Source: an optimization exercise on an open RTL-to-GDS flow (aim: small area). Production flows keep margins and buffers that such runs may drop.
Only simulation tests tie the RTL to the original design; equivalence was not proved.
The clock cells of runs 6 to 8 come from the design's own scripts or RTL, not from TritonCTS.
No driver is modelled on the clock port, so clock power and skew are understated where the tree is cut down; a real chip needs a root buffer or a tree.
Power figures rest on the tool's default switching activity, not on a simulated workload.

$ cat flow/run.sh
#!/bin/bash
# Layout flow: the standard ORFS flow (standard.sh) with three changes:
# * synthesis maps the logic with an area-recovering ABC script (flow/area.abc)
#   instead of ORFS's delay script; everything else in synthesis, including
#   the registers, is the standard synthesis (synth_recipe.tcl);
# * the input and output ports are buffered with the smallest buffer;
# * the clock tree is built from clkbuf_8 cells, without dummy loads.
# Each tool's output goes to ORFS's logs (orfs/logs/...); make's output to
# flow_make.log here.
set -euo pipefail
W=$PWD
sed 's#^\( *\)log_cmd abc {\*}\$abc_args#\1set abc_args [lreplace $abc_args 1 1 '"$W"'/flow/area.abc]\n\1log_cmd abc {*}$abc_args#' \
    "$FLOW_HOME/scripts/synth.tcl" > my_synth.tcl
grep -q "flow/area.abc" my_synth.tcl
sed "s#source \$::env(SCRIPTS_DIR)/synth.tcl#source $W/my_synth.tcl#" synth_recipe.tcl > my_synth_recipe.tcl
grep -q "my_synth.tcl" my_synth_recipe.tcl
sed "s#SYNTH_SCRIPT=[^ ]*#SYNTH_SCRIPT=$W/my_synth_recipe.tcl#" standard.sh > my_standard.sh
grep -q "my_synth_recipe.tcl" my_standard.sh
export BUFFER_PORTS_ARGS="-buffer_cell sky130_fd_sc_hd__buf_1"
export CTS_ARGS="${CTS_ARGS_OVERRIDE:--sink_clustering_enable -repair_clock_nets -dont_use_dummy_load -buf_list sky130_fd_sc_hd__clkbuf_8 -sink_buffer_max_cap_derate 1.0 -sink_clustering_size 40 -sink_clustering_max_diameter 200}"
bash my_standard.sh > flow_make.log 2>&1
$ cat flow/area.abc
&get -n
&st
&dch
&nf -R 1000
&st
&syn2
&if -g -K 6
&synch2
&nf -R 1000
&st
&syn2
&if -g -K 6
&synch2
&nf -R 1000
&put
topo
$ cat standard.sh
#!/bin/bash
# synth_recipe.tcl (not shown) runs the flow's synth.tcl, then flattens the netlist and writes it again
# the make line also repeats each setting of config.mk as NAME=value (left out here)
make -C /OpenROAD-flow-scripts/flow DESIGN_CONFIG=/design/flow/config.mk WORK_HOME=/design/flow/orfs CLKGATE_MAP_FILE= SYNTH_SCRIPT=/design/flow/synth_recipe.tcl "${@:-finish}"
$ cat config.mk
export PLATFORM = sky130hd
export DESIGN_NAME = led_controller
export DESIGN_NICKNAME = led_controller
export VERILOG_FILES = /design/flow/design.v
export SDC_FILE = /design/flow/constraint.sdc
export NUM_CORES = 4
export LEC_CHECK = 0
export CAP_MARGIN = 20
export CORE_MARGIN = 2
export CORE_UTILIZATION = 40
export SLEW_MARGIN = 20
$ cat constraint.sdc
create_clock -name core_clock -period 10.0 [get_ports {clk}]
set_input_delay 2.0000 -clock core_clock [delete_from_list [all_inputs] [get_ports {clk}]]
set_output_delay 2.0000 -clock core_clock [all_outputs]
set_load 0.01 [all_outputs]
$ cat design.v
`timescale 1ns / 1ps
module led_controller # (
    parameter T0H = 30,
    parameter T1H = 60,
    parameter T0L = 90,
    parameter T1L = 60,
    parameter TRST = 8000,
    parameter ADDR_WIDTH = 32,
    parameter PIXEL_WIDTH = 24,
    parameter PIXEL_OFFSET = 4
)(
        input wire clk,
        input wire aresetn,
        input wire [ADDR_WIDTH - 1:0] dout,
        output wire [ADDR_WIDTH - 1:0] addr,
        output reg en,
        output reg led_data,
        output wire [3:0] web,
        output wire rst
    );
    localparam Advance = 3'd0;
    localparam RequestPixelCount = 3'd1;
    localparam WaitForPixelCount = 3'd2;
    localparam SetPixelCount = 3'd3;
    localparam IsValidToContinue = 3'd4;
    localparam WaitForPixelValue = 3'd5;
    localparam GetPixelValue = 3'd6;
    localparam Sending = 3'd7;
    localparam [6:0] TSTART = 7'd3;                  
    localparam [6:0] TBIT = 7'd128 - (T0H + T0L + 2);  
    localparam [12:0] LSTART = 13'd8191 - TRST;      
    reg [2:0] cst;
    reg [31:0] pixelCount;
    reg [31:0] pixelIndex;
    reg [23:0] pixel;
    reg latch;       
    reg last;        
    reg tx;
    reg [4:0] tb;
    reg [6:0] tt;
    assign addr = {pixelIndex[29:0], 2'b00};
    assign web = 4'b0000;
    assign rst = 1'b0;
    wire tpre = !latch && tt < TBIT;                
    wire twait = !latch && tt == TSTART + 7'd1;
    wire tgo = !latch && tt == TSTART + 7'd2;
    wire tbitend = !latch && tt == 7'd127;
    wire hold = twait && cst != Sending;
    wire eq = pixelIndex == pixelCount;
    wire pcheck = !latch && tb == 5'd8 && tt == TBIT + 7'd2;
    wire check = cst == IsValidToContinue || pcheck;
    wire [12:0] tnext = {tx, tb, tt} + 13'd1;
    wire tpend = tb == 5'd31 && tt == 7'd127 && (tx || !latch);
    always @(posedge clk) begin
        if (!aresetn) begin
            latch <= 1'b0;
            tb <= 5'd8;
            tt <= TSTART;
        end else if (hold) begin
        end else if (tgo && last) begin
            latch <= 1'b1;
            {tx, tb, tt} <= LSTART;
        end else begin
            if (tpend)
                latch <= 1'b0;
            tx <= tnext[12];
            tb <= tnext[11:7] | (tpend ? 5'd8 : 5'd0);
            tt <= tnext[6:0] | (tpend ? TSTART : tbitend ? TBIT : 7'd0);
        end
    end
    always @(posedge clk) begin
        if (tpre)
            pixel <= dout[23:0];
    end
    always @(posedge clk) begin
        if (!aresetn)
            led_data <= 1'b0;
        else
            led_data <= !latch && !tpre
                && tt <= (pixel[~tb] ? TBIT + T1H : TBIT + T0H);
    end
    always @(posedge clk) begin
        if (!aresetn)
            cst <= Advance;
        else case (cst)
            IsValidToContinue: cst <= eq ? RequestPixelCount : WaitForPixelValue;
            Sending: if (latch && last) cst <= Advance;
            default: cst <= cst + 3'd1;
        endcase
    end
    always @(posedge clk) begin
        if (!aresetn)
            last <= 1'b0;
        else if (pcheck && eq)
            last <= 1'b1;
        else if (cst == Advance)
            last <= 1'b0;
    end
    always @(posedge clk) begin
        if (!aresetn)
            en <= 1'b0;
        else
            en <= cst == RequestPixelCount || (check && !eq);
    end
    always @(posedge clk) begin
        if (cst == RequestPixelCount)
            pixelIndex <= 32'd0;
        else if (check && !eq)
            pixelIndex <= pixelIndex + 32'd1;
    end
    always @(posedge clk) begin
        if (cst == SetPixelCount)
            pixelCount <= dout;
    end
endmodule
==> impl_metrics.toml, run 1 <==
[global_route]
grt_pass1_wl_um = 16400
grt_pass1_vias = 3177
grt_max_degree = 34
grt_util_all_layers = 0.163
grt-ovfl-total = 0
antenna_found_initial = 0

[detailed_routing]
wl_per_cell_um = 15.5
drt-total-wl_um = 10200
dr.first_iter.drc_count = 236
drc = 0
postRouteAntennaNets = 0
vias = 3282
drt_pass1_iterations = 4
routed_via_density = 4.97

[sta]
setup_tns_ps = 0
fin_crit_sh = 0.332
setup_violations = 0
slew_headroom = 0.541
maxSlewViolCount = 0
rsz0062_at_grt = "no"
finalHoldViolCount = 0
worst_clock_skew_ps = 15.9
max_freq_ghz = 0.301
worstMarginPinSlew_ps = 688
finalCriticalPeriod_ps = 3320

[yosys]
yosys.area_share.simple = 0.151
async_reset_ff_frac = 0
synth_seq_cells = 108
synthDistinctLibCells = 40
syn_avg_cell_area_um2 = 11.2
synth-compound-area-share = 0.0520
yosys_warnings = 2
syn_inst = 448
ys.flop_type = "edfxtp_1"
netlist_area_um2 = 5030
synth_fa_ha_area_frac = 0.0323
synth-edff-count = 57
synth_mux_area_frac = 0.0375
yosysSeqAreaShare = 0.543
synth_top_family_by_area = "simple AND/OR/NAND/NOR gates"
synth_xor_area_frac = 0.117

[placed_design]
dp_hpwl_um = 7620
gp_congestion = 0.825
portBuffers = 65

[setup_path]
r2r_slack_ps = 6680
cp-startpoint = "tb[0]"
path_class = "flip-flop to flip-flop"
endpoint = "led_data"
critical_path_required_ps = 10270
r2r_cells = 13
cp-start-kind = "flip-flop"
r2r_end = "led_data"
worstPathArrival_ps = 3590
r2r_start = "tb[0]"
cp-end-kind = "flip-flop"
cp_max_fo = 12

[cells_and_area]
post-route-util = 0.442
layout_commonest_cell = "buf_1"
mostFrequentLayoutCells = "buf_1 (65), edfxtp_1 (57), nor2_1 (51), dfxtp_1 (51), xnor2_1 (49)"
synthToLayoutAreaGrowth_pct = 6.79
drive_above_1_share = 0.0406
diodes = 0
layout.nets = 542

[job]
maxCapViolations = 0

[floorplanning]
die_h_um = 116
die_w_um = 116
ios = 73
die_area_um2 = 13500
initial_core_util = 0.414
num_rows = 40
coreArea_um2 = 12200

[clock_tree]
htreeDepth = 3
postCtsHoldBufs = 0
cts_tree = "built"
cts_buffers = 9
clkTransAtPathRegs_ps = 90
clock_latency_ps = 370
ctsRootBufferMaster = "clkbuf_8"
cts.sinks = 108
post_cts_buffers = 0
cts_buffer_depth = 2
ctsResizeCount = 0

[min_path]
hold_path_class = "flip-flop to flip-flop"

[power]
powerDensity_nw_per_um2 = 159
cellLeakagePower_uw = 0.00174
peakVddDrop_mv = 0.113
total_power_uw = 856

[status]
run_status = "timing/DRC/antenna clean"
==> cells in the mapped netlist, types with 2 or more instances <==
cell | number | area share
and2_0 | 2 | 0.0025
and3_1 | 9 | 0.011
nor2_1 | 51 | 0.038
xor2_1 | 18 | 0.031
mux2i_1 | 2 | 0.0040
dfxtp_1 | 51 | 0.20
nand4_1 | 15 | 0.019
nor4_1 | 4 | 0.0050
nand2_1 | 31 | 0.023
xnor2_1 | 49 | 0.085
nor3_1 | 8 | 0.0080
o21ai_0 | 14 | 0.014
nand2b_1 | 3 | 0.0037
edfxtp_1 | 57 | 0.34
nor2b_1 | 5 | 0.0062
clkinv_1 | 15 | 0.011
a31oi_1 | 2 | 0.0025
a41oi_1 | 3 | 0.0052
a21boi_0 | 7 | 0.010
and4_1 | 2 | 0.0035
nand3_1 | 14 | 0.014
a21oi_1 | 7 | 0.0070
or3_1 | 6 | 0.0075
ha_1 | 13 | 0.032
buf_4 | 37 | 0.055
mux4_2 | 7 | 0.031
o21a_1 | 3 | 0.0045
==> through the flow <==
| stage | setup slack [ps] | instance area (um^2) | hold slack [ps] | cells |
|---|---|---|---|---|
| after global placement | 6820 | 5250 | 517 | 652 |
| after global routing | 6320 | 5370 | 565 | 661 |
| after CTS | 6640 | 5370 | 540 | 661 |
| final | 6680 | 5370 | 535 | 661 |
| after detailed placement | 6700 | 5250 | 528 | 652 |
| after floorplan | 7020 | 5050 | 491 | 454 |
==> flip-flops by register name, indices dropped and copies added (netlist names) <==
name        cells
last            1
tb              5
tt              7
pixel          24
pixelCount     32
latch           1
en              1
cst             3
led_data        1
tx              1
pixelIndex     32
==> worst min-delay path by stage <==
stage,from,end,cells after the start
3_5_place_dp,pixelIndex[22],pixelIndex[22],2
6_report,pixelIndex[22],pixelIndex[22],2
4_1_cts,pixelIndex[22],pixelIndex[22],2
3_3_place_gp,pixelIndex[22],pixelIndex[22],2
5_1_grt,pixelIndex[22],pixelIndex[22],2
2_1_floorplan,latch,led_data,1
==> final cells by class <==
class / instances / area [um^2]
Timing Repair Buffer: 67 / 259
Sequential cell: 108 / 2730
Tap cell: 168 / 210
Fill cell: 1176 / 6790
Inverter: 15 / 56.3
Clock buffer: 9 / 124
Multi-Input combinational cell: 294 / 1990
==> power breakdown <==
part / leakage (uW) / switching, uW / internal, uW / total (uW)
Sequential: 0.000954 / 22.5 / 514 / 536
Clock: 0.0000647 / 129 / 81.1 / 210
Combinational: 0.000718 / 66.5 / 42.8 / 109
Total: 0.00174 / 218 / 638 / 856
==> critical path, cell delays in order (launching register included) <==
cell	delay, ps
dfxtp_1	690
mux4_2	580
mux4_2	460
nand2_1	80
o21a_1	160
clkinv_1	130
ha_1	310
clkinv_1	50
o21ai_0	80
o21ai_0	170
nand2b_1	70
a21oi_1	150
a41oi_1	60
nor4b_1	240
==> cells by family after synthesis <==
family	count (synthesis)
AOI/OAI and AO/OA	41
muxes	10
other	1
adders and majority gates	13
buffers and inverters	52
DFF	108
and+or+nand+nor	156
xor gates and xnor gates	67
==> routing by layer <==
metal  vias up  wire, um  global-route usage
met5         -         0                   0
met4         0       169              0.0476
li1       1626         -                   -
met1      1554      4800               0.223
met3        11       567              0.0472
met2        91      4700               0.253
==> run 2, diff against run 1 <==
--- a/design.v
+++ b/design.v
@@ -15,4 +15,4 @@
         output wire [ADDR_WIDTH - 1:0] addr,
-        output reg en,
-        output reg led_data,
+        output wire en,
+        output wire led_data,
         output wire [3:0] web,
@@ -74,9 +74,4 @@
     end
-    always @(posedge clk) begin
-        if (!aresetn)
-            led_data <= 1'b0;
-        else
-            led_data <= !latch && !tpre
-                && tt <= (pixel[~tb] ? TBIT + T1H : TBIT + T0H);
-    end
+    assign led_data = !latch && tt > TBIT
+        && tt <= (pixel[~tb] ? TBIT + T1H + 7'd1 : TBIT + T0H + 7'd1);
     always @(posedge clk) begin
@@ -98,8 +93,4 @@
     end
-    always @(posedge clk) begin
-        if (!aresetn)
-            en <= 1'b0;
-        else
-            en <= cst == RequestPixelCount || (check && !eq);
-    end
+    assign en = cst == WaitForPixelCount || cst == WaitForPixelValue
+        || (!latch && tb == 5'd8 && tt == TBIT + 7'd3 && !last);
     always @(posedge clk) begin
--- a/flow/run.sh
+++ b/flow/run.sh
@@ -6,3 +6,4 @@
 # * the input and output ports are buffered with the smallest buffer;
-# * the clock tree is built from clkbuf_8 cells, without dummy loads.
+# * the clock tree is built from clkbuf_8 cells, without dummy loads;
+# * the constant outputs share one tie cell.
 # Each tool's output goes to ORFS's logs (orfs/logs/...); make's output to
@@ -19,3 +20,4 @@
 export BUFFER_PORTS_ARGS="-buffer_cell sky130_fd_sc_hd__buf_1"
-export CTS_ARGS="${CTS_ARGS_OVERRIDE:--sink_clustering_enable -repair_clock_nets -dont_use_dummy_load -buf_list sky130_fd_sc_hd__clkbuf_8 -sink_buffer_max_cap_derate 1.0 -sink_clustering_size 40 -sink_clustering_max_diameter 200}"
+export SKIP_REPAIR_TIE_FANOUT=1
+export CTS_ARGS="${CTS_ARGS_OVERRIDE:--sink_clustering_enable -repair_clock_nets -dont_use_dummy_load -buf_list sky130_fd_sc_hd__clkbuf_8}"
 bash my_standard.sh > flow_make.log 2>&1
==> flow/area.abc (replaced) <==
&get -n
&st
&deepsyn -T 30
&dch -f
&nf -R 1000 -p
&put
topo
--- a/config.mk
+++ b/config.mk
@@ -7,5 +7,6 @@
 export LEC_CHECK = 0
-export CAP_MARGIN = 20
+export CAP_MARGIN = 5
 export CORE_MARGIN = 2
 export CORE_UTILIZATION = 40
-export SLEW_MARGIN = 20
+export GPL_TIMING_DRIVEN = 0
+export SLEW_MARGIN = 5
==> run 2 against run 1 <==
Via count rose by 10%. Clock power barely moved. Utilization rose by 1.4 points. Still clean. Clock skew rose by 0.52 ps. Critical endpoint is now led_data. Maximum frequency fell by 42%.
==> impl_metrics.toml, run 2 <==
[sta]
hold_slack_ps = 505
finalCriticalPeriod_ps = 5690
fin_crit_sh = 0.569
worstMarginPinSlew_ps = 806
slew_headroom = 0.462
max_freq_ghz = 0.176
finalHoldViolCount = 0
setup_tns_ps = 0
rsz0062_at_grt = "no"
setup_violations = 0
worst_clock_skew_ps = 16.5
maxSlewViolCount = 0

[yosys]
synth_seq_cells = 106
syn_avg_cell_area_um2 = 10.8
async_reset_ff_frac = 0
ys.flop_type = "edfxtp_1"
synth_largest_area_cell = "edfxtp_1"
syn_inst = 446
synthTopCellsByCount = "edfxtp_1 (57), dfxtp_1 (49), a21oi_1 (38), buf_4 (37), nor3_1 (33)"
yosys.area.top_type_share = 0.356
yosys_warnings = 2
yosysMostFrequentCell = "edfxtp_1"
synthTopCellsByArea = "edfxtp_1 (36%), dfxtp_1 (20%), buf_4 (5.8%), a21oi_1 (4.0%), ha_1 (3.9%)"
synthDistinctLibCells = 43
yosysSeqAreaShare = 0.560
synth-edff-count = 57
netlist_area_um2 = 4810

[floorplanning]
die_w_um = 114
ios = 73
die_h_um = 114
num_rows = 40
die_area_um2 = 12900
initial_core_util = 0.406
coreArea_um2 = 11900

[power]
cellLeakagePower_uw = 0.00203
powerDensity_nw_per_um2 = 159
peakVddDrop_mv = 0.0567

[setup_path]
r2r_start = "pixelIndex[11]"
path_class = "flip-flop to primary output"
cp-startpoint = "tb[0]"
r2r_cells = 24
cp_max_fo = 10
cp-end-kind = "primary output"
critical_path_required_ps = 8000
endpoint = "led_data"
r2r_end = "pixelIndex[31]"
cp-start-kind = "flip-flop"
r2r_slack_ps = 4440
worstPathArrival_ps = 3690

[placed_design]
portBuffers = 65
placed_cells = 660
dp_hpwl_um = 8250
gp_congestion = 0.881

[clock_tree]
cts_buffers = 9
cts.sinks = 106
clock_latency_ps = 370
htreeDepth = 3
postCtsHoldBufs = 0
cts_buffer_depth = 2
post_cts_buffers = 0
clkTransAtPathRegs_ps = 80
cts_tree = "built"
ctsResizeCount = 0
ctsRootBufferMaster = "clkbuf_8"

[cells_and_area]
drive_above_1_share = 0.0958
synthToLayoutAreaGrowth_pct = 12.5
final_cells = 669
post-route-util = 0.456
layout.nets = 573
mostFrequentLayoutCells = "buf_1 (65), edfxtp_1 (57), dfxtp_1 (49)"
diodes = 0
fillCellCount = 1134
layout_commonest_cell = "buf_1"
reg_top3 = "pixelCount: 32 flops, pixelIndex: 32 flops, pixel: 24 flops"

[detailed_routing]
vias = 3610
routed_via_density = 5.40
drc = 0
drt_pass1_iterations = 4
postRouteAntennaNets = 0
dr.first_iter.drc_count = 231
wl_per_cell_um = 16.0
drt-total-wl_um = 10700

[global_route]
grt_pass1_vias = 3349
grt_util_all_layers = 0.168
antenna_found_initial = 0
grt-ovfl-total = 0
grt_max_degree = 33
grt_pass1_wl_um = 17000

[job]
maxCapViolations = 0

[min_path]
hold_path_class = "flip-flop to flip-flop"

[status]
run_status = "timing/DRC/antenna clean"
==> run 2: changes by cell type after synthesis, sizes merged, moves of 14 or more <==
cell,previous run,this run
clkinv,15,29
and3,9,27
nor3,8,33
xnor2,49,5
a21oi,7,38
nor2,51,26
nand2,31,12
==> run 2: how the worst min path moves through the flow <==
stage,start,to,slack [ps],cells after the start
CTS,cst[1],cst[1],510,2
global route,cst[1],cst[1],530,2
global placement,cst[1],cst[1],490,2
finish,cst[1],cst[1],510,2
detailed placement,cst[1],cst[1],500,2
floorplan,cst[1],cst[1],470,2
==> run 2: logic make-up after synthesis <==
family                     share of synthesized area
DFF                                            0.560
AOI/OAI and AO/OA                              0.123
and+or+nand+nor                                0.154
muxes                                        0.00650
xor gates and xnor gates                      0.0364
adders and majority gates                     0.0390
buffers and inverters                         0.0803
other                                       0.000779
==> run 2: cell type report <==
cell class | count | area (um^2) | share of cell area
Multi-Input combinational cell | 274 | 1740 | 0.321
Inverter | 29 | 109 | 0.0201
Clock buffer | 9 | 124 | 0.0229
Sequential cell | 106 | 2690 | 0.498
Timing Repair Buffer | 67 | 287 | 0.0529
Buffer | 37 | 278 | 0.0513
Tap cell | 147 | 184 | 0.0340
==> run 2: per-stage QoR <==
| step | power (uW) | setup slack (ps) | instance area [um^2] |
|---|---|---|---|
| after CTS | 867 | 4310 | 5410 |
| after global placement | 649 | 4540 | 5240 |
| after detailed placement | 661 | 4500 | 5290 |
| after global routing | 901 | 4020 | 5410 |
| final | 859 | 4310 | 5410 |
| after floorplan | 611 | 5140 | 4810 |
==> run 2: critical path, stage by stage (launching register included) <==
cell and delay (ps):
dfxtp_1 500, nand2_1 240, o22ai_1 210, nor2_1 60
o211ai_1 80, o21ai_0 140, mux2_1 330, a32oi_1 320
clkinv_1 180, ha_1 320, a211o_1 250, a21o_1 170
a21oi_1 130, nor2_1 60, nor3_1 150, buf_1 180
==> run 2: layer usage <==
metal,up-vias,GRT usage,share of wire
met4,0,0.0691,0.020
met1,1721,0.235,0.48
met3,19,0.0239,0.050
met2,101,0.265,0.45
met5,-,0,0
li1,1769,-,-
==> run 2: power breakdown <==
part | total [uW] | switching [uW] | internal [uW] | leakage (uW)
registers | 528 | 23.7 | 505 | 0.000941
clock network | 208 | 127 | 81.1 | 0.0000647
logic | 122 | 72.4 | 49.7 | 0.00103
total | 859 | 223 | 636 | 0.00203
==> run 3, diff against run 2 <==
--- a/config.mk
+++ b/config.mk
@@ -7,6 +7,5 @@
 export LEC_CHECK = 0
-export CAP_MARGIN = 5
+export CAP_MARGIN = 10
 export CORE_MARGIN = 2
 export CORE_UTILIZATION = 40
-export GPL_TIMING_DRIVEN = 0
-export SLEW_MARGIN = 5
+export SLEW_MARGIN = 10
==> run 3 against run 2 <==
Clock power about the same. Sequential power increased by 1%. Utilization decreased by 2.5 points. Maximum frequency increased by 3.0%. Flip-flop and latch count unchanged. Register-to-register slack improved by 180 ps. Cell count decreased by 5.4%. Worst hold slack improved by 11 ps. Highest routed layer unchanged. Power decreased by 0.85%.
==> impl_metrics.toml, run 3 <==
[clock_tree]
clock_latency_ps = 380
ctsResizeCount = 0
htreeDepth = 3
postCtsHoldBufs = 0
cts_buffer_depth = 2
ctsRootBufferMaster = "clkbuf_8"
cts_buffers = 9
post_cts_buffers = 0
cts.sinks = 106
cts_tree = "built"
clkTransAtPathRegs_ps = 90

[placed_design]
placed_cells = 624
gp_congestion = 0.864
dp_hpwl_um = 8200
portBuffers = 65

[power]
cellLeakagePower_uw = 0.00183
peakVddDrop_mv = 0.0627
powerDensity_nw_per_um2 = 167
total_power_uw = 851

[cells_and_area]
post-route-util = 0.431
synthToLayoutAreaGrowth_pct = 6.21
diodes = 0
layout_commonest_cell = "buf_1"
fillCellCount = 1133
drive_above_1_share = 0.0267
final_cells = 633
mostFrequentLayoutCells = "buf_1 (65), edfxtp_1 (57), dfxtp_1 (49)"
layout.nets = 537
reg_top3 = "pixelCount: 32 flops, pixelIndex: 32 flops, pixel: 24 flops"

[setup_path]
worstPathArrival_ps = 3520
critical_path_required_ps = 8000
r2r_end = "pixelIndex[31]"
cp_max_fo = 10
r2r_cells = 24
cp-end-kind = "primary output"
r2r_start = "pixelIndex[11]"
path_class = "flip-flop to primary output"
r2r_slack_ps = 4620
cp-start-kind = "flip-flop"

[min_path]
holdPathEnd = "cst[1]"
holdPathStages = 2
hold_path_class = "flip-flop to flip-flop"
min_from = "cst[1]"

[sta]
setup_tns_ps = 0
rsz0062_at_grt = "no"
maxSlewViolCount = 0
worst_clock_skew_ps = 36.9
finalHoldViolCount = 0
setup_violations = 0
slew_headroom = 0.462
finalCriticalPeriod_ps = 5520
max_freq_ghz = 0.181
hold_slack_ps = 517
fin_crit_sh = 0.552
worstMarginPinSlew_ps = 807

[global_route]
grt_max_degree = 33
grt_pass1_wl_um = 17100
grt_util_all_layers = 0.172
antenna_found_initial = 0
grt-ovfl-total = 0
grt_pass1_vias = 3324

[yosys]
synth-edff-count = 57
async_reset_ff_frac = 0
syn_inst = 446
synthTopCellsByArea = "edfxtp_1 (36%), dfxtp_1 (20%), buf_4 (5.8%), a21oi_1 (4.0%), ha_1 (3.9%)"
synthTopCellsByCount = "edfxtp_1 (57), dfxtp_1 (49), a21oi_1 (38), buf_4 (37), nor3_1 (33)"
synth_seq_cells = 106
yosysMostFrequentCell = "edfxtp_1"
yosysSeqAreaShare = 0.560
yosys.area.top_type_share = 0.356
ys.flop_type = "edfxtp_1"
syn_avg_cell_area_um2 = 10.8
yosys_warnings = 2
synthDistinctLibCells = 43
synth_largest_area_cell = "edfxtp_1"
netlist_area_um2 = 4810

[detailed_routing]
wl_per_cell_um = 17.1
drt_pass1_iterations = 5
drc = 0
dr.first_iter.drc_count = 195
drt-total-wl_um = 10800
vias = 3476
postRouteAntennaNets = 0
routed_via_density = 5.49

[floorplanning]
ios = 73
num_rows = 40
coreArea_um2 = 11900
die_w_um = 114
die_area_um2 = 12900
initial_core_util = 0.406
die_h_um = 114

[status]
run_status = "timing/DRC/antenna clean"

[job]
maxCapViolations = 0
run 3: cell counts after synthesis:
No cell type changed its count.
run 3: worst max path at each step:
| stage | startpoint | to | slack (ps) | cells past startpoint |
|---|---|---|---|---|
| after floorplan | pixelIndex[11] | pixelIndex[31] | 5140 | 24 |
| after global placement | pixelIndex[11] | pixelIndex[31] | 4770 | 24 |
| after detailed placement | pixelIndex[11] | pixelIndex[31] | 4690 | 24 |
| after CTS | tb[0] | led_data | 4450 | 15 |
| after global routing | tb[0] | led_data | 4120 | 15 |
| final | tb[0] | led_data | 4480 | 15 |
run 3: through the flow:
stage,worst slack (ps),instance area [um^2]
after global routing,4120,5110
after detailed placement,4690,4990
final,4480,5110
after global placement,4770,4990
after CTS,4450,5110
after floorplan,5140,4810
run 3: layer usage:
layer	track usage	up-vias	wire length, um
li1	-	1692	-
met1	0.240	1669	5210
met2	0.265	101	4890
met3	0.0367	14	561
met4	0.0626	0	182
met5	0	-	0
run 3: cell type report:
type | instances | area (um^2) | share of cell area
Clock buffer | 9 | 124 | 0.0242
Tap cell | 147 | 184 | 0.0360
Timing Repair Buffer | 68 | 267 | 0.0521
Inverter | 29 | 109 | 0.0213
Sequential cell | 106 | 2690 | 0.527
Multi-Input combinational cell | 274 | 1740 | 0.340
run 3: cell families (layout without fill, tap and decap cells):
group / Yosys count / after routing / synth area share
multiplexers: 3 / 3 / 0.00650
adder cells (fa/ha/maj): 15 / 15 / 0.0390
AO/OA/AOI/OAI: 94 / 94 / 0.123
AND/OR/NAND/NOR: 141 / 141 / 0.154
XOR/XNOR: 20 / 20 / 0.0364
other: 1 / 1 / 0.000779
buffers and inverters: 66 / 106 / 0.0803
flip-flops: 106 / 106 / 0.560
run 3: report_power, final:
part,switching [uW],leakage (uW),internal (uW)
logic,69.5,0.000823,39.5
registers,28.0,0.000941,506
clock network,128,0.0000647,81.1
run 3: critical path, cell delays in order (launching register included):
cell	delay, ps
dfxtp_1	490
nand2_1	210
o22ai_1	190
nor2_1	60
o211ai_1	90
o21ai_0	100
mux2_1	300
a32oi_1	300
clkinv_1	160
ha_1	310
a211o_1	260
a21o_1	170
a21oi_1	130
nor2_1	60
nor3_1	160
buf_1	170
==> run 4, diff against run 3 <==
--- a/config.mk
+++ b/config.mk
@@ -7,5 +7,5 @@
 export LEC_CHECK = 0
-export CAP_MARGIN = 10
+export CAP_MARGIN = 20
 export CORE_MARGIN = 2
 export CORE_UTILIZATION = 40
-export SLEW_MARGIN = 10
+export SLEW_MARGIN = 20
==> run 4 against run 3 <==
Sequential share of layout area unchanged. Critical path depth unchanged. Synthesized cell count unchanged. Power unchanged. First-iteration DRC count unchanged.
==> impl_metrics.toml, run 4 <==
[power]
cellLeakagePower_uw = 0.00183
power_switching_uw = 225
comb_power_share = 0.128
p_clk_frac = 0.245
peakVddDrop_mv = 0.0627
netSwitchingFraction = 0.264
p_int_uw = 626
total_power_uw = 851
share_seq_of_total_power = 0.627
powerDensity_nw_per_um2 = 167

[sta]
hold_slack_ps = 517
max_freq_ghz = 0.181
worst_clock_skew_ps = 36.9
fin_crit_sh = 0.552
finalCriticalPeriod_ps = 5520
setup_tns_ps = 0
finalHoldViolCount = 0
rsz0062_at_grt = "no"
worstMarginPinSlew_ps = 807
maxSlewViolCount = 0
slew_headroom = 0.462
setup_violations = 0

[detailed_routing]
routed_via_density = 5.49
vias = 3476
drt-total-wl_um = 10800
postRouteAntennaNets = 0
drt_pass1_iterations = 5
drc = 0
dr.first_iter.drc_count = 195
wl_per_cell_um = 17.1

[cells_and_area]
reg_top3 = "pixelCount: 32 flops, pixelIndex: 32 flops, pixel: 24 flops"
diodes = 0
fillCellCount = 1133
layout_commonest_cell = "buf_1"
synthToLayoutAreaGrowth_pct = 6.21
mostFrequentLayoutCells = "buf_1 (65), edfxtp_1 (57), dfxtp_1 (49)"
drive_above_1_share = 0.0267
layout.nets = 537

[yosys]
yosys.area.top_type_share = 0.356
synthTopCellsByCount = "edfxtp_1 (57), dfxtp_1 (49), a21oi_1 (38), buf_4 (37), nor3_1 (33)"
synth_largest_area_cell = "edfxtp_1"
synth-edff-count = 57
yosys_warnings = 2
async_reset_ff_frac = 0
yosysMostFrequentCell = "edfxtp_1"
syn_avg_cell_area_um2 = 10.8
yosysSeqAreaShare = 0.560
syn_inst = 446
synthDistinctLibCells = 43
synthTopCellsByArea = "edfxtp_1 (36%), dfxtp_1 (20%), buf_4 (5.8%), a21oi_1 (4.0%), ha_1 (3.9%)"
synth_seq_cells = 106
netlist_area_um2 = 4810
ys.flop_type = "edfxtp_1"

[min_path]
hold_path_class = "flip-flop to flip-flop"

[setup_path]
cp-end-kind = "primary output"
path_cells = "nand2_1, o22ai_1, nor2_1, o211ai_1, o21ai_0, mux2_1, a32oi_1, clkinv_1, ha_1, a211o_1, a21o_1, a21oi_1, nor2_1, nor3_1, buf_1"
cpMaxStageDelayCell = "dfxtp_1"
path_class = "flip-flop to primary output"
worstPathArrival_ps = 3520
cp_max_fo = 10
max_stage_delay_ps = 490
critical_path_required_ps = 8000
crit_top_cell = "nor2_1"
r2r_slack_ps = 4620
cp-start-kind = "flip-flop"

[placed_design]
gp_congestion = 0.864
portBuffers = 65
dp_hpwl_um = 8200

[clock_tree]
cts_tree = "built"
htreeDepth = 3
cts_buffers = 9
ctsResizeCount = 0
cts_buffer_depth = 2
postCtsHoldBufs = 0
post_cts_buffers = 0
clkTransAtPathRegs_ps = 90
cts.sinks = 106
ctsRootBufferMaster = "clkbuf_8"
clock_latency_ps = 380

[floorplanning]
ios = 73
die_w_um = 114
num_rows = 40
initial_core_util = 0.406
die_area_um2 = 12900
die_h_um = 114
coreArea_um2 = 11900

[job]
maxCapViolations = 0

[global_route]
grt_max_degree = 33
grt-ovfl-total = 0
grt_pass1_vias = 3324
antenna_found_initial = 0
grt_util_met1 = 0.240
grt.busiest_layer = "met2"
grt_pass1_wl_um = 17100
grt_util_all_layers = 0.172
grt_util_met3 = 0.0367
use_met2 = 0.265

[status]
run_status = "timing/DRC/antenna clean"
-- run 4: cell counts after synthesis --
No cell type changed its count.
-- run 4: worst max-delay path, delay by kind of cell (launching register included) --
kind	cells	cell delay, ps
AO/OA/AOI/OAI	7	1240
adder cells (fa/ha/maj)	1	310
buffers and inverters	2	330
flip-flops	1	490
multiplexers	1	300
AND/OR/NAND/NOR	4	490
-- run 4: cell type report --
cell class	count	area (um^2)	area share
Sequential cell	106	2690	0.527
Multi-Input combinational cell	274	1740	0.340
Timing Repair Buffer	68	267	0.0521
Tap cell	147	184	0.0360
Clock buffer	9	124	0.0242
Inverter	29	109	0.0213
-- run 4: per-layer routing --
layer,up-vias,part of all wire
met3,14,0.052
met5,-,0
met1,1669,0.48
met2,101,0.45
li1,1692,-
met4,0,0.017
-- run 4: cell families (layout without fill, tap and decap cells) --
| logic type | count (synthesis) | after routing | share of synthesized area |
|---|---|---|---|
| adders and majority gates | 15 | 15 | 0.0390 |
| AOI/OAI and AO/OA | 94 | 94 | 0.123 |
| xor gates and xnor gates | 20 | 20 | 0.0364 |
| muxes | 3 | 3 | 0.00650 |
| buffers and inverters | 66 | 106 | 0.0803 |
| and+or+nand+nor | 141 | 141 | 0.154 |
| DFF | 106 | 106 | 0.560 |
| other | 1 | 1 | 0.000779 |
-- run 4: metrics by stage --
| stage | cells | util | cell area (um^2) | worst slack (ps) |
|---|---|---|---|---|
| after global placement | 624 | 0.420 | 4990 | 4770 |
| after global routing | 633 | 0.431 | 5110 | 4120 |
| after CTS | 633 | 0.431 | 5110 | 4450 |
| after floorplan | 446 | - | 4810 | 5140 |
| final | 633 | 0.431 | 5110 | 4480 |
| after detailed placement | 624 | 0.420 | 4990 | 4690 |
-- run 4: path summary, 6_finish.rpt --
kind / start / end / cells past startpoint
max: tb[0] / led_data / 15
min: cst[1] / cst[1] / 2
max reg2reg: pixelIndex[11] / pixelIndex[31] / 24
min reg2reg: cst[1] / cst[1] / 2
-- run 4: power groups by stage --
| stage | logic, uW | clock network, uW | registers, uW |
|---|---|---|---|
| finish | 109 | 209 | 534 |
| global route | 124 | 231 | 537 |
| CTS | 110 | 215 | 533 |
| detailed placement | 109 | 0 | 542 |
| global placement | 107 | 0 | 544 |
| floorplan | 80.4 | 0 | 531 |
==> run 5, diff against run 4 <==
--- a/flow/run.sh
+++ b/flow/run.sh
@@ -6,4 +6,3 @@
 # * the input and output ports are buffered with the smallest buffer;
-# * the clock tree is built from clkbuf_8 cells, without dummy loads;
-# * the constant outputs share one tie cell.
+# * the clock tree is built from clkbuf_8 cells, without dummy loads.
 # Each tool's output goes to ORFS's logs (orfs/logs/...); make's output to
@@ -20,3 +19,2 @@
 export BUFFER_PORTS_ARGS="-buffer_cell sky130_fd_sc_hd__buf_1"
-export SKIP_REPAIR_TIE_FANOUT=1
 export CTS_ARGS="${CTS_ARGS_OVERRIDE:--sink_clustering_enable -repair_clock_nets -dont_use_dummy_load -buf_list sky130_fd_sc_hd__clkbuf_8}"
==> run 5 against run 4 <==
Still clean. Combinational power about the same. Worst hold slack worse by 9.3 ps. Die area unchanged. Sequential share of layout area down 0.23 points. Power down 0.49%. Area after synthesis unchanged. First-iteration DRC count up 67%. Clock skew down 7.8 ps. Critical path depth unchanged. Cell count up 0.95%. Cell area up 0.44%. Flip-flop and latch count unchanged. Critical endpoint unchanged. Highest routed layer unchanged.
==> impl_metrics.toml, run 5 <==
[placed_design]
gp_congestion = 0.877
dp_hpwl_um = 8120
placed_cell_area_um2 = 5010
portBuffers = 65

[cells_and_area]
multi_input_comb_area_um2 = 1760
reg_top3 = "pixelCount: 32 flops, pixelIndex: 32 flops, pixel: 24 flops"
fin_area_um2 = 5130
layout.nets = 543
diodes = 0
synthToLayoutAreaGrowth_pct = 6.68
drive_above_1_share = 0.0264
layout_commonest_cell = "buf_1"
register_area_um2 = 2690
fillCellCount = 1137
mostFrequentLayoutCells = "buf_1 (65), edfxtp_1 (57), dfxtp_1 (49)"

[sta]
fin_crit_sh = 0.558
worst_clock_skew_ps = 29.1
setup_tns_ps = 0
finalHoldViolCount = 0
setup_violations = 0
finalCriticalPeriod_ps = 5580
worstMarginPinSlew_ps = 580
hold_slack_ps = 507
rsz0062_at_grt = "no"
slew_headroom = 0.610
maxSlewViolCount = 0
max_freq_ghz = 0.179

[power]
powerDensity_nw_per_um2 = 165
p_clk_frac = 0.244
comb_power_share = 0.129
share_seq_of_total_power = 0.627
netSwitchingFraction = 0.261
peakVddDrop_mv = 0.0630
cellLeakagePower_uw = 0.00185
p_int_uw = 626
power_switching_uw = 221
total_power_uw = 847

[yosys]
synth-edff-count = 57
synthTopCellsByCount = "edfxtp_1 (57), dfxtp_1 (49), a21oi_1 (38), buf_4 (37), nor3_1 (33)"
async_reset_ff_frac = 0
netlist_area_um2 = 4810
synth_seq_cells = 106
syn_avg_cell_area_um2 = 10.8
synthDistinctLibCells = 43
ys.flop_type = "edfxtp_1"
yosys_warnings = 2
syn_inst = 446
yosys.area.top_type_share = 0.356
synth_largest_area_cell = "edfxtp_1"
synthTopCellsByArea = "edfxtp_1 (36%), dfxtp_1 (20%), buf_4 (5.8%), a21oi_1 (4.0%), ha_1 (3.9%)"
yosysSeqAreaShare = 0.560
yosysMostFrequentCell = "edfxtp_1"

[clock_tree]
cts_buffers = 9
clkTransAtPathRegs_ps = 70
cts_buffer_depth = 2
clock_latency_ps = 380
ctsRootBufferMaster = "clkbuf_8"
cts.sinks = 106
cts_tree = "built"
postCtsHoldBufs = 0
htreeDepth = 3
post_cts_buffers = 0
ctsResizeCount = 0

[global_route]
grt_pass1_wl_um = 17000
antenna_found_initial = 0
grt_max_degree = 33
grt_util_all_layers = 0.171
grt_pass1_vias = 3227
grt-ovfl-total = 0

[detailed_routing]
routed_via_density = 5.46
dr.first_iter.drc_count = 326
drt_pass1_iterations = 6
vias = 3488
postRouteAntennaNets = 0
drt-total-wl_um = 10800
drc = 0
wl_per_cell_um = 16.9

[floorplanning]
die_h_um = 114
die_w_um = 114
coreArea_um2 = 11900
ios = 73
num_rows = 40
initial_core_util = 0.406
die_area_um2 = 12900

[setup_path]
cp-end-kind = "primary output"
max_stage_delay_ps = 490
critical_path_required_ps = 8000
path_class = "flip-flop to primary output"
crit_top_cell = "nor2_1"
worstPathArrival_ps = 3580
cpMaxStageDelayCell = "dfxtp_1"
cp-start-kind = "flip-flop"
path_cells = "nand2_1, o22ai_1, nor2_1, o211ai_1, o21ai_0, mux2_1, a32oi_1, clkinv_1, ha_1, a211o_1, a21o_1, a21oi_1, nor2_1, nor3_1, buf_1"
cp_max_fo = 10

[min_path]
hold_path_class = "flip-flop to flip-flop"

[status]
run_status = "timing/DRC/antenna clean"

[job]
maxCapViolations = 0
## run 5: changes by cell type in the layout (fill, tap and decap cells not counted), sizes merged
| cell | change |
|---|---|
| conb | +6 |
## run 5: final timing paths
path                                  endpoint  slack [ps]      startpoint  cells past startpoint
worst min-delay path                    cst[1]         510          cst[1]                      2
worst max-delay path                  led_data        4420           tb[0]                     15
worst min register to register          cst[1]         510          cst[1]                      2
worst max register to register  pixelIndex[31]        4610  pixelIndex[11]                     24
## run 5: layout make-up
| type | instances | share of cell area |
|---|---|---|
| sequential | 106 | 0.524 |
| multi-input combinational | 280 | 0.342 |
| timing repair buffer | 68 | 0.0519 |
| tap | 147 | 0.0358 |
| clock buffer | 9 | 0.0241 |
| inverter | 29 | 0.0212 |
## run 5: kinds of logic (layout without fill, tap and decap cells)
| kind of cell | after synthesis | after routing | share of synthesized area |
|---|---|---|---|
| simple gates | 141 | 141 | 0.154 |
| flops | 106 | 106 | 0.560 |
| buf+inv | 66 | 106 | 0.0803 |
| xor+xnor | 20 | 20 | 0.0364 |
| mux | 3 | 3 | 0.00650 |
| fa+ha+maj | 15 | 15 | 0.0390 |
| other cells | 1 | 7 | 0.000779 |
| compound gates | 94 | 94 | 0.123 |
## run 5: per-layer routing
| layer | GRT usage | vias up | wire (um) |
|---|---|---|---|
| met4 | 0.0610 | 0 | 156 |
| met5 | 0 | - | 0 |
| li1 | - | 1693 | - |
| met1 | 0.250 | 1658 | 5260 |
| met3 | 0.0372 | 12 | 685 |
| met2 | 0.253 | 125 | 4720 |
## run 5: critical path, delay by kind of cell, from the launching register on
family / cells / cell delay (ps)
AND/OR/NAND/NOR: 4 / 530
adder cells (fa/ha/maj): 1 / 320
AO/OA/AOI/OAI: 7 / 1260
flip-flops: 1 / 490
multiplexers: 1 / 300
buffers and inverters: 2 / 340
## run 5: stage by stage
stage                     setup WS [ps]  utilization  std cells
after floorplan                    5140            -        452
after global placement             4830        0.422        630
after detailed placement           4680        0.422        630
after CTS                          4400        0.433        639
after global routing               4170        0.433        639
final                              4420        0.433        639
## run 5: power groups by stage
stage | registers [uW] | clock network (uW) | logic, uW
CTS | 531 | 214 | 111
floorplan | 531 | 0 | 80.4
global placement | 541 | 0 | 108
detailed placement | 540 | 0 | 111
finish | 531 | 206 | 109
global route | 536 | 229 | 124
==> run 6, diff against run 5 <==
--- a/flow/run.sh
+++ b/flow/run.sh
@@ -1,3 +1,3 @@
 #!/bin/bash
-# Layout flow: the standard ORFS flow (standard.sh) with three changes:
+# Layout flow: the standard ORFS flow (standard.sh) with these changes:
 # * synthesis maps the logic with an area-recovering ABC script (flow/area.abc)
@@ -6,5 +6,9 @@
 # * the input and output ports are buffered with the smallest buffer;
-# * the clock tree is built from clkbuf_8 cells, without dummy loads.
-# Each tool's output goes to ORFS's logs (orfs/logs/...); make's output to
-# flow_make.log here.
+# * the constant outputs share one tie cell;
+# * after ORFS's clock tree synthesis, flow/clocktree.tcl rebuilds the clock
+#   tree as one level of four buffers fed by the clock port, each driving the
+#   flip-flops of one quarter of the layout; routing and the rest then run as
+#   usual (with their timing repair).
+# make's output goes to flow_make.log, the clock tree step's to clocktree.log;
+# each ORFS step's own log is under orfs/logs/.
 set -euo pipefail
@@ -19,3 +23,11 @@
 export BUFFER_PORTS_ARGS="-buffer_cell sky130_fd_sc_hd__buf_1"
-export CTS_ARGS="${CTS_ARGS_OVERRIDE:--sink_clustering_enable -repair_clock_nets -dont_use_dummy_load -buf_list sky130_fd_sc_hd__clkbuf_8}"
-bash my_standard.sh > flow_make.log 2>&1
+export SKIP_REPAIR_TIE_FANOUT=1
+export CTS_ARGS="-sink_clustering_enable -repair_clock_nets -dont_use_dummy_load -buf_list sky130_fd_sc_hd__clkbuf_8"
+bash my_standard.sh synth floorplan place cts > flow_make.log 2>&1
+R=orfs/results/$FLOW_PLATFORM/led_controller/base
+LIB_FILE=$FLOW_HOME/platforms/$FLOW_PLATFORM/lib/sky130_fd_sc_hd__tt_025C_1v80.lib \
+PLATFORM_DIR=$FLOW_HOME/platforms/$FLOW_PLATFORM \
+IN_ODB=$R/4_cts.odb IN_SDC=$R/4_cts.sdc OUT_ODB=$R/4_cts.odb \
+NLEAF=4 LEAF_BUF=sky130_fd_sc_hd__buf_12 CLK_PORT=clk \
+    openroad -no_init -exit flow/clocktree.tcl > clocktree.log 2>&1
+bash my_standard.sh finish >> flow_make.log 2>&1
==> flow/clocktree.tcl (new file) <==
read_liberty $::env(LIB_FILE)
read_db $::env(IN_ODB)
read_sdc $::env(IN_SDC)
set block [ord::get_db_block]
set nleaf $::env(NLEAF)
set bufname $::env(LEAF_BUF)
set clknet [$block findNet $::env(CLK_PORT)]
set sinks {}
set bufs {}
set nets {}
proc walk {net} {
  global sinks bufs nets
  foreach it [$net getITerms] {
    if {[$it isOutputSignal]} { continue }
    set inst [$it getInst]
    set m [[$inst getMaster] getName]
    if {[string match "*clkbuf*" $m] || [string match "*clkinv*" $m] || [string match "*_buf_*" $m]} {
      lappend bufs $inst
      foreach o [$inst getITerms] {
        if {[$o isOutputSignal] && [$o getNet] ne "NULL"} { set n [$o getNet]; lappend nets $n; walk $n }
      }
    } else {
      lappend sinks $it
    }
  }
}
walk $clknet
puts "clocktree: [llength $bufs] buffers, [llength $sinks] sinks"
foreach inst $bufs { odb::dbInst_destroy $inst }
foreach n $nets { odb::dbNet_destroy $n }
# sink positions
set pts {}
foreach it $sinks {
  set b [[$it getInst] getBBox]
  lappend pts [list [expr {([$b xMin]+[$b xMax])/2}] [expr {([$b yMin]+[$b yMax])/2}] $it]
}
proc split_groups {pts n axis} {
  if {$n <= 1} { return [list $pts] }
  set s [lsort -integer -index $axis $pts]
  set h [expr {[llength $s] * ($n/2) / $n}]
  set a [lrange $s 0 [expr {$h-1}]]
  set b [lrange $s $h end]
  set na [expr {$n/2}]
  return [concat [split_groups $a $na [expr {1-$axis}]] [split_groups $b [expr {$n-$na}] [expr {1-$axis}]]]
}
set groups [split_groups $pts $nleaf 0]
set master [[ord::get_db] findMaster $bufname]
set k 0
foreach g $groups {
  set sx 0; set sy 0
  foreach p $g { incr sx [lindex $p 0]; incr sy [lindex $p 1] }
  set cx [expr {$sx / [llength $g]}]; set cy [expr {$sy / [llength $g]}]
  set inst [odb::dbInst_create $block $master "clkbuf_leaf_${k}_clk"]
  $inst setLocation [expr {$cx - [$master getWidth]/2}] [expr {$cy - [$master getHeight]/2}]
  $inst setPlacementStatus PLACED
  set net [odb::dbNet_create $block "clknet_leaf_${k}_clk"]
  $net setSigType CLOCK
  [$inst findITerm A] connect $clknet
  [$inst findITerm X] connect $net
  foreach p $g { [lindex $p 2] connect $net }
  puts "clocktree: leaf $k drives [llength $g] sinks"
  incr k
}
detailed_placement
check_placement -verbose
write_db $::env(OUT_ODB)
==> run 6 against run 5 <==
Worst setup slack better by 190 ps. Clock power decreased by 18%. Clock skew decreased by 21 ps. Maximum frequency is 3.5% higher. First-iteration DRC count fell by 31%. Combinational power about the same. Cell area fell by 1.3%. Critical path type is now flip-flop to flip-flop. Critical endpoint is now pixelIndex[31].
==> impl_metrics.toml, run 6 <==
[status]
run_status = "timing/DRC/antenna clean"

[placed_design]
dp_hpwl_um = 8200
placed_cell_area_um2 = 4990
placed_cells = 624
gp_congestion = 0.864
portBuffers = 65

[yosys]
synthDistinctLibCells = 43
syn_inst = 446
synthTopCellsByCount = "edfxtp_1 (57), dfxtp_1 (49), a21oi_1 (38), buf_4 (37), nor3_1 (33)"
synth-edff-count = 57
synth_seq_cells = 106
yosysSeqAreaShare = 0.560
syn_avg_cell_area_um2 = 10.8
yosys.area.top_type_share = 0.356
ys.flop_type = "edfxtp_1"
synth_largest_area_cell = "edfxtp_1"
synthTopCellsByArea = "edfxtp_1 (36%), dfxtp_1 (20%), buf_4 (5.8%), a21oi_1 (4.0%), ha_1 (3.9%)"
yosysMostFrequentCell = "edfxtp_1"
async_reset_ff_frac = 0
netlist_area_um2 = 4810
yosys_warnings = 2

[global_route]
grt-ovfl-total = 0
grt_max_degree = 33
grt_pass1_vias = 3281
grt_pass1_wl_um = 17000
antenna_found_initial = 0
grt_util_all_layers = 0.167

[power]
total_power_uw = 810
netSwitchingFraction = 0.247
power_switching_uw = 200
peakVddDrop_mv = 0.0804
comb_power_share = 0.134
cellLeakagePower_uw = 0.00180
p_clk_frac = 0.208
p_int_uw = 610
powerDensity_nw_per_um2 = 160
share_seq_of_total_power = 0.658

[cells_and_area]
synthToLayoutAreaGrowth_pct = 5.30
layout_commonest_cell = "buf_1"
drive_above_1_share = 0.0166
post-route-util = 0.427
final_cells = 628
mostFrequentLayoutCells = "buf_1 (65), edfxtp_1 (57), dfxtp_1 (49)"
layout.nets = 532
fillCellCount = 1138
reg_top3 = "pixelCount: 32 flops, pixelIndex: 32 flops, pixel: 24 flops"
diodes = 0
fin_area_um2 = 5070

[floorplanning]
ios = 73
coreArea_um2 = 11900
num_rows = 40
initial_core_util = 0.406
die_area_um2 = 12900
die_w_um = 114
die_h_um = 114

[clock_tree]
cts.sinks = 106
postCtsHoldBufs = 0
clock_latency_ps = 140
clkTransAtPathRegs_ps = 100
ctsResizeCount = 0
post_cts_buffers = 0

[sta]
finalHoldViolCount = 0
maxSlewViolCount = 0
setup_tns_ps = 0
worstMarginPinSlew_ps = 808
slew_headroom = 0.461
max_freq_ghz = 0.186
finalCriticalPeriod_ps = 5390
rsz0062_at_grt = "no"
fin_crit_sh = 0.539
setup_violations = 0
worst_clock_skew_ps = 7.83

[detailed_routing]
dr.first_iter.drc_count = 226
drc = 0
postRouteAntennaNets = 0
vias = 3413
routed_via_density = 5.43
wl_per_cell_um = 16.9
drt-total-wl_um = 10600
drt_pass1_iterations = 4

[setup_path]
max_stage_delay_ps = 470
crit_top_cell = "and3_1"
worstPathArrival_ps = 5450
cp-end-kind = "flip-flop"
path_buf_inv = 1
path_cells = "clkinv_1, a22o_1, nor4_1, nand4_1, or4_1, a21boi_0, and2_0, nand3_1, nor2_1, and3_1, and3_1, and3_1, and3_1, and3_1, and3_1, and3_1, and3_1, and3_1, and3_1, and3_1, and3_1, and3_1, and3_1, nor3_1"
cp_top_family = "simple AND/OR/NAND/NOR gates"
critical_path_required_ps = 10060
r2r_slack_ps = 4610
cp_max_fo = 6
cpMaxStageDelayCell = "or4_1"
cp-start-kind = "flip-flop"
path_class = "flip-flop to flip-flop"

[job]
maxCapViolations = 0

[min_path]
hold_path_class = "flip-flop to flip-flop"
==> run 6: cell types whose count changed in the layout (fill, tap and decap cells not counted) <==
cell | previous run | this run
buf_12 | 0 | 4
conb_1 | 7 | 1
clkbuf_8 | 9 | 0
==> run 6: path summary, 6_finish.rpt <==
| kind | end | startpoint | cells past startpoint |
|---|---|---|---|
| worst max register to register | pixelIndex[31] | pixelIndex[11] | 24 |
| worst max-delay path | pixelIndex[31] | pixelIndex[11] | 24 |
| worst min register to register | cst[1] | cst[1] | 2 |
| worst min-delay path | cst[1] | cst[1] | 2 |
==> run 6: cell type report <==
class                   count  area (um^2)  area share
well taps                 147          184      0.0363
multi-input cells         274         1740       0.342
flip-flops and latches    106         2690       0.531
repair buffers             68          267      0.0526
plain buffers               4         80.1      0.0158
inverters                  29          109      0.0215
==> run 6: cell families after synthesis <==
kind of cell | Yosys count | share of synthesized area
AND/OR/NAND/NOR | 141 | 0.154
flip-flops | 106 | 0.560
AO/OA/AOI/OAI | 94 | 0.123
buffers and inverters | 66 | 0.0803
XOR/XNOR | 20 | 0.0364
adder cells (fa/ha/maj) | 15 | 0.0390
multiplexers | 3 | 0.00650
other | 1 | 0.000779
==> run 6: worst reg2reg max path, cell delays in order, from the launching register on <==
cell	delay [ps]
dfxtp_1	430
clkinv_1	120
a22o_1	210
nor4_1	260
nand4_1	110
or4_1	470
a21boi_0	240
and2_0	280
nand3_1	100
nor2_1	60
and3_1	200
and3_1	200
and3_1	200
and3_1	200
and3_1	210
and3_1	210
and3_1	210
and3_1	210
and3_1	200
and3_1	210
and3_1	210
and3_1	210
and3_1	210
and3_1	180
nor3_1	150
==> run 6: power by group through the flow <==
stage	Sequential [uW]	Combinational [uW]	Clock (uW)
final	533	109	168
after detailed placement	542	109	0
after global routing	537	124	189
after CTS	533	110	215
after global placement	544	107	0
after floorplan	531	80.4	0
==> run 6: metrics by stage <==
step,hold WS (ps),worst slack (ps)
after detailed placement,497,4690
final,514,4610
after floorplan,470,5140
after global placement,492,4770
after CTS,511,4450
after global routing,557,4220
==> run 6: metal layers <==
layer,vias up,part of all wire,global-route usage
met3,8,0.053,0.0276
met1,1629,0.48,0.239
li1,1685,-,-
met5,-,0,0
met4,0,0.011,0.0407
met2,91,0.46,0.267
==> run 7, diff against run 6 <==
--- a/flow/run.sh
+++ b/flow/run.sh
@@ -4,3 +4,4 @@
 #   instead of ORFS's delay script; everything else in synthesis, including
-#   the registers, is the standard synthesis (synth_recipe.tcl);
+#   the registers, is the standard synthesis (synth_recipe.tcl), except
+#   that adders are left to ABC rather than premapped to half-adder cells;
 # * the input and output ports are buffered with the smallest buffer;
@@ -24,2 +25,3 @@
 export SKIP_REPAIR_TIE_FANOUT=1
+export ADDER_MAP_FILE=
 export CTS_ARGS="-sink_clustering_enable -repair_clock_nets -dont_use_dummy_load -buf_list sky130_fd_sc_hd__clkbuf_8"
==> flow/area.abc (replaced) <==
&get -n
&st
&deepsyn -T 20
&dch -f
&nf -R 1000 -p
&st
&deepsyn -T 20
&dch -f
&nf -R 1000 -p
&put
topo
--- a/config.mk
+++ b/config.mk
@@ -9,3 +9,3 @@
 export CORE_MARGIN = 2
-export CORE_UTILIZATION = 40
+export CORE_UTILIZATION = 70
 export SLEW_MARGIN = 20
==> run 7 against run 6 <==
Still clean. Cell count is 19% lower. Global-route usage is 10 points higher. Via count is 10% lower. Combinational power is 47% lower. Power is 9.9% lower. Maximum frequency is 16% lower.
==> impl_metrics.toml, run 7 <==
[sta]
worst_clock_skew_ps = 14.0
finalCriticalPeriod_ps = 6450
setup_violations = 0
setup_tns_ps = 0
max_freq_ghz = 0.155
finalHoldViolCount = 0
rsz0062_at_grt = "no"
slew_headroom = 0.452
maxSlewViolCount = 0
fin_crit_sh = 0.645
worstMarginPinSlew_ps = 821

[yosys]
synthTopCellsByCount = "edfxtp_1 (57), dfxtp_1 (49), buf_4 (37), o21ai_0 (31), a21oi_1 (28)"
yosys_warnings = 2
yosys.area.top_type_share = 0.385
ys.flop_type = "edfxtp_1"
synthTopCellsByArea = "edfxtp_1 (39%), dfxtp_1 (22%), buf_4 (6.3%), o21ai_0 (3.5%), a21oi_1 (3.2%)"
async_reset_ff_frac = 0
synthDistinctLibCells = 40
synth-edff-count = 57
synth_seq_cells = 106
syn_inst = 397
netlist_area_um2 = 4440
yosysMostFrequentCell = "edfxtp_1"
synth_largest_area_cell = "edfxtp_1"
yosysSeqAreaShare = 0.606
syn_avg_cell_area_um2 = 11.2

[setup_path]
cp_top_family = "simple AND/OR/NAND/NOR gates"
max_stage_delay_ps = 460
path_class = "flip-flop to flip-flop"
cp-end-kind = "flip-flop"
worstPathArrival_ps = 6510
cpMaxStageDelayCell = "dfxtp_1"
cp-start-kind = "flip-flop"
critical_path_required_ps = 10050
cp_max_fo = 6
path_buf_inv = 1
crit_top_cell = "and3_1"

[floorplanning]
coreArea_um2 = 6240
initial_core_util = 0.712
ios = 73
die_h_um = 83.6
die_area_um2 = 7000
num_rows = 29
die_w_um = 83.6

[clock_tree]
post_cts_buffers = 0
ctsResizeCount = 0
clock_latency_ps = 140
clkTransAtPathRegs_ps = 100
postCtsHoldBufs = 0
cts.sinks = 106

[cells_and_area]
drive_above_1_share = 0.0162
reg_top3 = "pixelCount: 32 flops, pixelIndex: 32 flops, pixel: 24 flops"
layout.nets = 467
diodes = 0
mostFrequentLayoutCells = "buf_1 (65), edfxtp_1 (57), dfxtp_1 (49)"
synthToLayoutAreaGrowth_pct = 3.69
layout_commonest_cell = "buf_1"

[detailed_routing]
postRouteAntennaNets = 0
vias = 3064
drt-total-wl_um = 8930
drt_pass1_iterations = 5
dr.first_iter.drc_count = 204
wl_per_cell_um = 17.6
drc = 0
routed_via_density = 6.03

[global_route]
grt_pass1_wl_um = 14600
grt-ovfl-total = 0
grt_pass1_vias = 2985
grt_max_degree = 35
antenna_found_initial = 0
grt_util_all_layers = 0.268

[placed_design]
gp_congestion = 0.892
dp_hpwl_um = 6620
portBuffers = 65

[job]
maxCapViolations = 0

[power]
peakVddDrop_mv = 0.154
cellLeakagePower_uw = 0.00160
total_power_uw = 730
powerDensity_nw_per_um2 = 159

[status]
run_status = "timing/DRC/antenna clean"

[min_path]
hold_path_class = "flip-flop to flip-flop"
-- run 7: changes by cell type after synthesis, sizes merged, moves of 6 or more --
cell,delta
clkinv,-14
ha,-15
and2,+10
nor3,-7
a21oi,-10
and3,-13
o21ai,+22
o22ai,-6
-- run 7: routing by layer --
metal,track usage,part of all wire,up-vias
li1,-,-,1496
met1,0.371,0.44,1442
met2,0.434,0.49,106
met3,0.0366,0.052,20
met4,0.103,0.023,0
met5,0,0,-
-- run 7: where the power goes --
| group | switching, uW | internal [uW] |
|---|---|---|
| Sequential | 14.6 | 491 |
| Clock | 102 | 65.2 |
| Combinational | 37.4 | 20.4 |
| Total | 154 | 576 |
-- run 7: through the flow --
stage               instances  setup slack [ps]  utilization  instance area, um^2  hold WS (ps)
finish                    508              3550        0.738                 4600           528
detailed placement        504              3630        0.725                 4520           509
global placement          504              3890        0.725                 4520           482
global route              508              2980        0.738                 4600           567
floorplan                 397              4290            -                 4440           462
CTS                       513              3580        0.745                 4650           522
-- run 7: final timing paths --
kind,startpoint,endpoint,slack [ps],depth (start not counted)
worst min-delay path,pixelIndex[30],pixelIndex[30],530,1
worst max register to register,pixelIndex[22],pixelIndex[31],3550,27
worst max-delay path,pixelIndex[22],pixelIndex[31],3550,27
worst min register to register,pixelIndex[30],pixelIndex[30],530,1
-- run 7: kinds of logic (layout without fill, tap and decap cells) --
family,after synthesis,count (layout),share of synthesized area
flops,106,106,0.606
xor+xnor,25,25,0.0493
compound gates,94,94,0.128
other cells,1,1,0.000844
simple gates,119,119,0.140
buf+inv,52,86,0.0752
-- run 7: final cells by class --
cell class	instances	area, um^2
Sequential cell	106	2690
Fill cell	463	1640
Multi-Input combinational cell	239	1420
Timing Repair Buffer	67	259
Tap cell	77	96.3
Buffer	4	80.1
Inverter	15	56.3
==> run 8, diff against run 7 <==
--- a/config.mk
+++ b/config.mk
@@ -9,3 +9,3 @@
 export CORE_MARGIN = 2
-export CORE_UTILIZATION = 70
+export CORE_UTILIZATION = 40
 export SLEW_MARGIN = 20
==> run 8 against run 7 <==
Worst setup slack improved by 19 ps. Die area is 71% higher. Synthesized cell count stayed put. Utilization shrank 31 points. Critical path type unchanged. Critical endpoint unchanged. Largest power group unchanged.
==> impl_metrics.toml, run 8 <==
[setup_path]
cp-end-kind = "flip-flop"
cp_max_fo = 6
worstPathArrival_ps = 6490
critical_path_required_ps = 10060
r2r_slack_ps = 3570
cp-start-kind = "flip-flop"
path_class = "flip-flop to flip-flop"
r2r_cells = 27

[placed_design]
portBuffers = 65
gp_congestion = 0.873
dp_hpwl_um = 7250

[cells_and_area]
synthToLayoutAreaGrowth_pct = 5.47
reg_top3 = "pixelCount: 32 flops, pixelIndex: 32 flops, pixel: 24 flops"
fillCellCount = 1065
post-route-util = 0.432
drive_above_1_share = 0.0162
layout.nets = 467
register_area_um2 = 2690
diodes = 0
layout_commonest_cell = "buf_1"
mostFrequentLayoutCells = "buf_1 (65), edfxtp_1 (57), dfxtp_1 (49)"
multi_input_comb_area_um2 = 1420

[floorplanning]
num_rows = 38
die_w_um = 109
die_area_um2 = 12000
initial_core_util = 0.410
ios = 73
coreArea_um2 = 10800
die_h_um = 109

[detailed_routing]
drt-total-wl_um = 9710
vias = 3015
postRouteAntennaNets = 0
drc = 0
drt_pass1_iterations = 4
dr.first_iter.drc_count = 173
wl_per_cell_um = 17.0
routed_via_density = 5.28

[global_route]
grt_util_all_layers = 0.164
grt_max_degree = 35
grt_pass1_wl_um = 14700
grt_pass1_vias = 2742
grt-ovfl-total = 0
antenna_found_initial = 0

[yosys]
synth_largest_area_cell = "edfxtp_1"
yosysMostFrequentCell = "edfxtp_1"
yosysSeqAreaShare = 0.606
synthDistinctLibCells = 40
ys.flop_type = "edfxtp_1"
yosys_warnings = 2
async_reset_ff_frac = 0
syn_inst = 397
synth_seq_cells = 106
yosys.area.top_type_share = 0.385
synthTopCellsByArea = "edfxtp_1 (39%), dfxtp_1 (22%), buf_4 (6.3%), o21ai_0 (3.5%), a21oi_1 (3.2%)"
syn_avg_cell_area_um2 = 11.2
synth-edff-count = 57
netlist_area_um2 = 4440
synthTopCellsByCount = "edfxtp_1 (57), dfxtp_1 (49), buf_4 (37), o21ai_0 (31), a21oi_1 (28)"

[power]
powerDensity_nw_per_um2 = 158
cellLeakagePower_uw = 0.00160
peakVddDrop_mv = 0.0794

[sta]
max_freq_ghz = 0.155
rsz0062_at_grt = "no"
setup_violations = 0
setup_tns_ps = 0
finalCriticalPeriod_ps = 6430
slew_headroom = 0.544
fin_crit_sh = 0.643
maxSlewViolCount = 0
worstMarginPinSlew_ps = 683
hold_slack_ps = 524
finalHoldViolCount = 0
worst_clock_skew_ps = 14.0

[clock_tree]
clock_latency_ps = 140
postCtsHoldBufs = 0
cts.sinks = 106
ctsResizeCount = 0
clkTransAtPathRegs_ps = 110
post_cts_buffers = 0

[min_path]
holdPathStages = 1
hold_path_class = "flip-flop to flip-flop"

[job]
maxCapViolations = 0

[status]
run_status = "timing/DRC/antenna clean"
==> run 8: stage by stage <==
step / instances / setup slack [ps] / area (um^2) / total power [uW]
floorplan: 397 / 4290 / 4440 / 550
global placement: 567 / 3860 / 4600 / 573
detailed placement: 567 / 3670 / 4600 / 575
CTS: 576 / 3600 / 4730 / 782
global route: 571 / 3060 / 4680 / 767
finish: 571 / 3570 / 4680 / 738
==> run 8: critical path: stages, from the launching register on <==
cell and delay (ps):
dfxtp_1 380, xnor2_1 250, nand4_1 120, nor4_1 240
nand4b_1 140, or3_1 440, and3_1 240, and3_1 200
and2_0 210, and3_1 230, and2_0 220, and3_1 230
and2_0 220, and3_1 220, and2_0 210, and3_1 240
and2_0 220, and3_1 230, and2_0 220, and3_1 230
and2_0 210, and3_1 230, and2_0 210, and3_1 220
and2_0 210, and3_1 250, and3_1 190, nor3_1 140
==> run 8: cells by family after synthesis <==
family / after synthesis / synth area share
flops: 106 / 0.606
compound gates: 94 / 0.128
buf+inv: 52 / 0.0752
simple gates: 119 / 0.140
other cells: 1 / 0.000844
xor+xnor: 25 / 0.0493
==> run 8: where the power goes <==
part           switching, uW  total, uW  leakage (uW)  internal [uW]
registers               14.7        505      0.000938            490
logic                   39.0       59.4      0.000626           20.4
clock network            108        173     0.0000376           65.3
==> run 8: path summary, 6_finish.rpt <==
path | start | to
setup / recovery | pixelIndex[25] | pixelIndex[31]
hold / removal | pixelIndex[30] | pixelIndex[30]
setup reg to reg | pixelIndex[25] | pixelIndex[31]
hold reg to reg | pixelIndex[30] | pixelIndex[30]
==> run 8: layout make-up <==
type                            count  share of cell area
Sequential cell                   106               0.575
Multi-Input combinational cell    239               0.303
Timing Repair Buffer               67              0.0553
Tap cell                          140              0.0374
Buffer                              4              0.0171
Inverter                           15              0.0120
==> run 8: metal layers <==
layer	GRT usage	wire (um)
met1	0.227	4500
met2	0.267	4620
met3	0.0326	465
met4	0.0371	128
met5	0	0

-- port drivers added, routing unchanged --
How much do the figures lean on ideal ports? The routed layouts below were timed once more, with nothing changed but the port constraints. Step 1 assumes that a clkbuf_16 drives the clock port and a buf_2 every other input. Step 2 times the ports against the registers' clock, not the clock port: input delays grow and output delays shrink by t, the midpoint of the rising clock arrivals with the driver on. a / b / c = ideal / step 1 / step 2; a / b = the first two.
run	t (ns)	slack for setup (ns)	worst setup path after step 2	clock arrival spread, ns	worst data-port slew with drivers (ns)
run 1	0.392	6.675 / 6.675 / 6.675	register to register	0.016 / 0.016	0.05
run 2	0.396	4.312 / 4.280 / 4.444	register to register	0.017 / 0.017	0.03
run 3	0.395	4.476 / 4.444 / 4.624	register to register	0.037 / 0.037	0.04
run 4	0.395	4.476 / 4.444 / 4.624	register to register	0.037 / 0.037	0.04
run 5	0.392	4.422 / 4.391 / 4.614	register to register	0.038 / 0.038	0.04
run 6	0.221	4.612 / 4.596 / 4.612	register to register	0.008 / 0.008	0.04
run 7	0.216	3.549 / 3.549 / 3.549	register to register	0.014 / 0.014	0.04
run 8	0.224	3.568 / 3.568 / 3.568	register to register	0.014 / 0.014	0.03
After both steps every run listed still meets setup and hold.
